Background: an optimization exercise with open tools, aiming at small area, a short achievable clock period and few clock cycles per item. Do not read the settings as production practice.

==> 06-27: inputs <==
// sort_32_u8
module sort_32_u8(
    input clk,
    input rst_n,
    input vld_in,
    input [7:0] din_0,
    input [7:0] din_1,
    input [7:0] din_2,
    input [7:0] din_3,
    input [7:0] din_4,
    input [7:0] din_5,
    input [7:0] din_6,
    input [7:0] din_7,
    input [7:0] din_8,
    input [7:0] din_9,
    input [7:0] din_10,
    input [7:0] din_11,
    input [7:0] din_12,
    input [7:0] din_13,
    input [7:0] din_14,
    input [7:0] din_15,
    input [7:0] din_16,
    input [7:0] din_17,
    input [7:0] din_18,
    input [7:0] din_19,
    input [7:0] din_20,
    input [7:0] din_21,
    input [7:0] din_22,
    input [7:0] din_23,
    input [7:0] din_24,
    input [7:0] din_25,
    input [7:0] din_26,
    input [7:0] din_27,
    input [7:0] din_28,
    input [7:0] din_29,
    input [7:0] din_30,
    input [7:0] din_31,
    output vld_out,
    output [7:0] dout_0,
    output [7:0] dout_1,
    output [7:0] dout_2,
    output [7:0] dout_3,
    output [7:0] dout_4,
    output [7:0] dout_5,
    output [7:0] dout_6,
    output [7:0] dout_7,
    output [7:0] dout_8,
    output [7:0] dout_9,
    output [7:0] dout_10,
    output [7:0] dout_11,
    output [7:0] dout_12,
    output [7:0] dout_13,
    output [7:0] dout_14,
    output [7:0] dout_15,
    output [7:0] dout_16,
    output [7:0] dout_17,
    output [7:0] dout_18,
    output [7:0] dout_19,
    output [7:0] dout_20,
    output [7:0] dout_21,
    output [7:0] dout_22,
    output [7:0] dout_23,
    output [7:0] dout_24,
    output [7:0] dout_25,
    output [7:0] dout_26,
    output [7:0] dout_27,
    output [7:0] dout_28,
    output [7:0] dout_29,
    output [7:0] dout_30,
    output [7:0] dout_31
);
    reg [3:0] cnt;
    reg busy, vld_r;
    wire [3:0] cnt_nx = vld_in ? 4'd1 : cnt + 1'b1;
    wire busy_nx = vld_in | (busy & (cnt != 11));
    always @(posedge clk or negedge rst_n) begin
        if (!rst_n) begin
            cnt <= 0;
            busy <= 1'b0;
            vld_r <= 1'b0;
        end else begin
            if (vld_in | busy) cnt <= cnt_nx;
            busy <= busy_nx;
            vld_r <= busy_nx & (cnt_nx == 11);
        end
    end
    assign vld_out = vld_r;
    reg en0_r, fl0_r; reg [4:0] ds0_r;
    reg en0_t, fl0_t; reg [4:0] ds0_t;
    always @(*) begin
        en0_t = 1'b0; fl0_t = 1'b0; ds0_t = 5'd0;
  ...
clock: 5.5 ns
lec_check: 0
cap_margin: 20
core_margin: 2
core_utilization: 30
place_density: 0.45
setup_slack_margin: 2.0
slew_margin: 20
synth_hierarchical: 1
synth_minimum_keep_size: 0
standard.sh (not shown) runs the stock make flow with config.mk's settings and CLKGATE_MAP_FILE= SYNTH_SCRIPT=/design/flow/synth_recipe.tcl, a recipe that flattens the netlist after the stock synthesis.
==> flow/flow/run.sh <==
#!/bin/bash
# Own layout flow: the standard ORFS flow (standard.sh) with two changes:
#  - ABC maps each module for a light output load (ABC_LOAD_IN_FF), so the
#    small cell modules of the design keep their smallest drive strength;
#    timing repair later upsizes what the clock period needs.
#  - the port buffers are sky130_fd_sc_hd__buf_1 instead of the cell that
#    buffer_ports picks by default. Every input and output port still gets
#    its own buffer.
# make's full output goes to standard_flow.log; ORFS keeps each step's log
# under orfs/logs/.
set -euo pipefail
cd "$(dirname "$0")/.."
bash standard.sh ABC_LOAD_IN_FF=0.5 'BUFFER_PORTS_ARGS=-buffer_cell sky130_fd_sc_hd__buf_1' finish > standard_flow.log 2>&1 || { tail -50 standard_flow.log; exit 1; }
tail -5 standard_flow.log
==> 04-19 (differences from 06-27) <==
==> flow/run.sh (new file) <==
#!/bin/bash
# synth_recipe.tcl (not shown) runs the flow's synth.tcl, then flattens the netlist and writes it again
# the make line also repeats each setting of config.mk as NAME=value (left out here)
make -C /OpenROAD-flow-scripts/flow DESIGN_CONFIG=/design/flow/config.mk WORK_HOME=/design/flow/orfs CLKGATE_MAP_FILE= SYNTH_SCRIPT=/design/flow/synth_recipe.tcl finish
--- a/flow/config.mk
+++ b/flow/config.mk
@@ -7,9 +7,8 @@
 export LEC_CHECK = 0
 export CAP_MARGIN = 20
 export CORE_MARGIN = 2
 export CORE_UTILIZATION = 30
 export PLACE_DENSITY = 0.45
-export SETUP_SLACK_MARGIN = 2.0
 export SLEW_MARGIN = 20
 export SYNTH_HIERARCHICAL = 1
 export SYNTH_MINIMUM_KEEP_SIZE = 0
removed: flow/flow/run.sh
removed: flow/standard.sh
==> 02-01 (differences from 06-27) <==
--- a/flow/design.v
+++ b/flow/design.v
@@ -173,40 +173,26 @@
     end endgenerate
     generate for (i = 0; i < 16; i = i + 1) begin : g_ce0
         localparam [4:0] X0 = ((i >> 1) << 2) | (i & 1);
         localparam [4:0] X1 = X0 + 2;
         wire desc = fl0 ^ (|(ds0 & X0));
-        wire pa = en0 & ~desc;    
-        wire pb = en0 & desc;     
-        wire ca1 = ~(pa & ~vld_in), cb1 = ~(pb & ~vld_in);
-        wire ca0 = vld_in | pa, cb0 = vld_in | pb;
-        wire ngt, s1, s0;
-        cmp8 u_c (.a(v0[X0]), .b(v0[X1]), .ngt(ngt));
-        cell_mux2i u_m1 (.s(ngt), .a0(ca1), .a1(cb1), .y(s1));
-        cell_mux2i u_m0 (.s(ngt), .a0(ca0), .a1(cb0), .y(s0));
+        wire s1, s0;
+        ce_ctl3 u_c (.a(v0[X0]), .b(v0[X1]), .en(en0), .desc(desc), .ld(vld_in), .s1(s1), .s0(s0));
         genvar j;
         for (j = 0; j < 8; j = j + 1) begin : g_b
-            cell_a222oi u_y0 (.a1(vld_in), .a2(din[X0][j]), .b1(s1), .b2(v0[X1][j]), .c1(s0), .c2(v0[X0][j]), .y(v1[X0][j]));
-            cell_a222oi u_y1 (.a1(vld_in), .a2(din[X1][j]), .b1(s1), .b2(v0[X0][j]), .c1(s0), .c2(v0[X1][j]), .y(v1[X1][j]));
+            ce_sel3 u_s (.a(v0[X0][j]), .b(v0[X1][j]), .d0(din[X0][j]), .d1(din[X1][j]), .ld(vld_in), .s1(s1), .s0(s0), .y0(v1[X0][j]), .y1(v1[X1][j]));
         end
     end endgenerate
     generate for (i = 0; i < 16; i = i + 1) begin : g_ce1
         localparam [4:0] X0 = ((i >> 0) << 1) | (i & 0);
         localparam [4:0] X1 = X0 + 1;
         wire desc = fl1 ^ (|(ds1 & X0));
-        wire pa = en1 & ~desc;    
-        wire pb = en1 & desc;     
-        wire ca1 = ~pa, cb1 = ~pb;
-        wire ca0 = pa, cb0 = pb;
-        wire ngt, s1, s0;
-        cmp8 u_c (.a(v1[X0]), .b(v1[X1]), .ngt(ngt));
-        cell_mux2i u_m1 (.s(ngt), .a0(ca1), .a1(cb1), .y(s1));
-        cell_mux2i u_m0 (.s(ngt), .a0(ca0), .a1(cb0), .y(s0));
+        wire s1, s0;
+        ce_ctl2 u_c (.a(v1[X0]), .b(v1[X1]), .en(en1), .desc(desc), .s1(s1), .s0(s0));
         genvar j;
         for (j = 0; j < 8; j = j + 1) begin : g_b
-            cell_a22oi u_y0 (.a1(s1), .a2(v1[X1][j]), .b1(s0), .b2(v1[X0][j]), .y(v2[X0][j]));
-            cell_a22oi u_y1 (.a1(s1), .a2(v1[X0][j]), .b1(s0), .b2(v1[X1][j]), .y(v2[X1][j]));
+            ce_sel2 u_s (.a(v1[X0][j]), .b(v1[X1][j]), .s1(s1), .s0(s0), .y0(v2[X0][j]), .y1(v2[X1][j]));
         end
     end endgenerate
     always @(posedge clk) begin
         r[0] <= v2[0];
         r[1] <= v2[4];
@@ -272,31 +258,48 @@
     assign dout_28 = r[11];
     assign dout_29 = r[27];
     assign dout_30 = r[15];
     assign dout_31 = r[31];
 endmodule
-module cmp8(input [7:0] a, input [7:0] b, output ngt);
-    wire [7:0] g, nl;
-    wire [3:0] ng1, l1;
-    wire [1:0] g2, nl2;
-    genvar i;
-    generate for (i = 0; i < 8; i = i + 1) begin : g_b
-        cell_nor2b u_g (.a(b[i]), .bn(a[i]), .y(g[i]));
-        cell_nand2b u_l (.an(a[i]), .b(b[i]), .y(nl[i]));
-    end endgenerate
-    generate for (i = 0; i < 4; i = i + 1) begin : g_1
-        cell_a21oi u_g (.a1(nl[2*i+1]), .a2(g[2*i]), .b1(g[2*i+1]), .y(ng1[i]));
-        cell_o21ai u_l (.a1(g[2*i+1]), .a2(nl[2*i]), .b1(nl[2*i+1]), .y(l1[i]));
-    end endgenerate
-    generate for (i = 0; i < 2; i = i + 1) begin : g_2
-        cell_o21ai u_g (.a1(l1[2*i+1]), .a2(ng1[2*i]), .b1(ng1[2*i+1]), .y(g2[i]));
-        cell_a21oi u_l (.a1(ng1[2*i+1]), .a2(l1[2*i]), .b1(l1[2*i+1]), .y(nl2[i]));
-    end endgenerate
-    cell_a21oi u_3 (.a1(nl2[1]), .a2(g2[0]), .b1(g2[1]), .y(ngt));
+module ce_ctl2(input [7:0] a, input [7:0] b, input en, input desc, output s1, output s0);
+    reg [7:0] g1, e1; reg [3:0] g2, e2; reg [1:0] g3, e3; reg gt; integer i;
+    always @(*) begin
+        g1 = a & ~b; e1 = ~(a ^ b);
+        for (i = 0; i < 4; i = i + 1) begin
+            g2[i] = g1[2*i+1] | (e1[2*i+1] & g1[2*i]);
+            e2[i] = e1[2*i+1] & e1[2*i];
+        end
+        for (i = 0; i < 2; i = i + 1) begin
+            g3[i] = g2[2*i+1] | (e2[2*i+1] & g2[2*i]);
+            e3[i] = e2[2*i+1] & e2[2*i];
+        end
+        gt = g3[1] | (e3[1] & g3[0]);
+    end
+    assign s1 = en & (gt ^ desc);
+    assign s0 = ~s1;
+endmodule
+module ce_ctl3(input [7:0] a, input [7:0] b, input en, input desc, input ld, output s1, output s0);
+    reg [7:0] g1, e1; reg [3:0] g2, e2; reg [1:0] g3, e3; reg gt; integer i;
+    always @(*) begin
+        g1 = a & ~b; e1 = ~(a ^ b);
+        for (i = 0; i < 4; i = i + 1) begin
+            g2[i] = g1[2*i+1] | (e1[2*i+1] & g1[2*i]);
+            e2[i] = e1[2*i+1] & e1[2*i];
+        end
+        for (i = 0; i < 2; i = i + 1) begin
+            g3[i] = g2[2*i+1] | (e2[2*i+1] & g2[2*i]);
+            e3[i] = e2[2*i+1] & e2[2*i];
+        end
+        gt = g3[1] | (e3[1] & g3[0]);
+    end
+    wire sw = en & (gt ^ desc);
+    assign s1 = ~ld & sw;
+    assign s0 = ~ld & ~sw;
+endmodule
+module ce_sel2(input a, input b, input s1, input s0, output y0, output y1);
+    assign y0 = ~((s1 & b) | (s0 & a));
+    assign y1 = ~((s1 & a) | (s0 & b));
+endmodule
+module ce_sel3(input a, input b, input d0, input d1, input ld, input s1, input s0, output y0, output y1);
+    assign y0 = ~((ld & d0) | (s1 & b) | (s0 & a));
+    assign y1 = ~((ld & d1) | (s1 & a) | (s0 & b));
 endmodule
-module cell_nor2b(input a, input bn, output y); assign y = ~a & bn; endmodule
-module cell_nand2b(input an, input b, output y); assign y = ~(~an & b); endmodule
-module cell_a21oi(input a1, input a2, input b1, output y); assign y = ~((a1 & a2) | b1); endmodule
-module cell_o21ai(input a1, input a2, input b1, output y); assign y = ~((a1 | a2) & b1); endmodule
-module cell_mux2i(input s, input a0, input a1, output y); assign y = ~(s ? a1 : a0); endmodule
-module cell_a22oi(input a1, input a2, input b1, input b2, output y); assign y = ~((a1 & a2) | (b1 & b2)); endmodule
-module cell_a222oi(input a1, input a2, input b1, input b2, input c1, input c2, output y); assign y = ~((a1 & a2) | (b1 & b2) | (c1 & c2)); endmodule
==> flow/run.sh (new file) <==
#!/bin/bash
# synth_recipe.tcl (not shown) runs the flow's synth.tcl, then flattens the netlist and writes it again
# the make line also repeats each setting of config.mk as NAME=value (left out here)
make -C /OpenROAD-flow-scripts/flow DESIGN_CONFIG=/design/flow/config.mk WORK_HOME=/design/flow/orfs CLKGATE_MAP_FILE= SYNTH_SCRIPT=/design/flow/synth_recipe.tcl finish
==> flow/config.mk (replaced) <==
export PLATFORM = sky130hd
export DESIGN_NAME = sort_32_u8
export DESIGN_NICKNAME = sort_32_u8
export VERILOG_FILES = /design/flow/design.v
export SDC_FILE = /design/flow/constraint.sdc
export NUM_CORES = 8
export LEC_CHECK = 0
export ABC_CLOCK_PERIOD_IN_PS = 3000
export CAP_MARGIN = 20
export CORE_MARGIN = 2
export CORE_UTILIZATION = 40
export PLACE_DENSITY = 0.5
export SETUP_SLACK_MARGIN = 2.5
export SLEW_MARGIN = 20
export SYNTH_HIERARCHICAL = 1
export SYNTH_MINIMUM_KEEP_SIZE = 0
removed: flow/flow/run.sh
removed: flow/standard.sh
==> metrics.log <==
INFO  metric antenna_cells = 10
INFO  metric fp.dieH = 234 um
INFO  metric postCtsSetupBuffers = 369
INFO  metric tap-cell-count = 688
INFO  metric clock_tree_area_fraction = 4.45%
INFO  metric worst_ep_required_time = 5.92 ns
INFO  metric run_status = no timing/DRC/antenna violations
INFO  metric vias_per_cell = 6.14
INFO  metric floorplan.die_area = 54,700 um^2
INFO  metric cts_inserted_buffers = 35
INFO  metric cpLargestDelayFamily = buffers and inverters
INFO  metric non_clock_buffer_area_share = 25.2%
INFO  metric worst-r2r-cell-count = 15
-- figures above: 06-27

==> metrics.log <==
INFO  metric worst-r2r-cell-count = 13
INFO  metric cts_inserted_buffers = 31
INFO  metric worst_ep_required_time = 5.95 ns
INFO  metric floorplan.die_area = 48,400 um^2
INFO  metric non_clock_buffer_area_share = 29.9%
INFO  metric vias_per_cell = 6.75
INFO  metric tap-cell-count = 607
INFO  metric run_status = no timing/DRC/antenna violations
INFO  metric clock_tree_area_fraction = 2.80%
-- figures above: 02-01

==> metrics.log <==
INFO  metric run_status = no timing/DRC/antenna violations
INFO  metric non_clock_buffer_area_share = 23.2%
INFO  metric clock_tree_area_fraction = 4.18%
INFO  metric cpLargestDelayFamily = compound AO/OA/AOI/OAI gates
INFO  metric antenna_cells = 8
INFO  metric worst-r2r-cell-count = 14
INFO  metric cts_inserted_buffers = 36
INFO  metric fp.dieH = 261 um
INFO  metric tap-cell-count = 864
INFO  metric floorplan.die_area = 68,000 um^2
-- figures above: 04-19

Function was not checked in any run of this note: the RTL went through the layout flow alone.

## static timing again, ports no longer ideal
No port has a modelled driver above. Below, the same layouts with a new extraction and two added sets of constraints.
Step 1 (the two cells are an assumption about what drives the block):
set clk [get_ports {clk}]
set_driving_cell -lib_cell sky130_fd_sc_hd__clkbuf_16 $clk
set_driving_cell -lib_cell sky130_fd_sc_hd__buf_2 [delete_from_list [all_inputs] $clk]
Step 2 times the ports against the registers' clock, not the clock port: input delays grow and output delays shrink by t, the midpoint of the rising clock arrivals with the driver on.
Three values: no drivers, after step 1, after step 2; two values: the first two.
run | t, ns | slack for setup (ns) | worst slew at a driven data input, ns
06-27 | 0.603 | 1.968 / 1.894 / 1.291 | 0.18
04-19 | 0.611 | 0.923 / 0.923 / 0.492 | 0.10
02-01 | 0.667 | 1.387 / 1.387 / 0.851 | 0.18
After both steps setup and hold are still met in every run listed. The setup slack of 06-27, which loses most, moves by -0.074 ns with the drivers and by -0.677 ns with both steps.
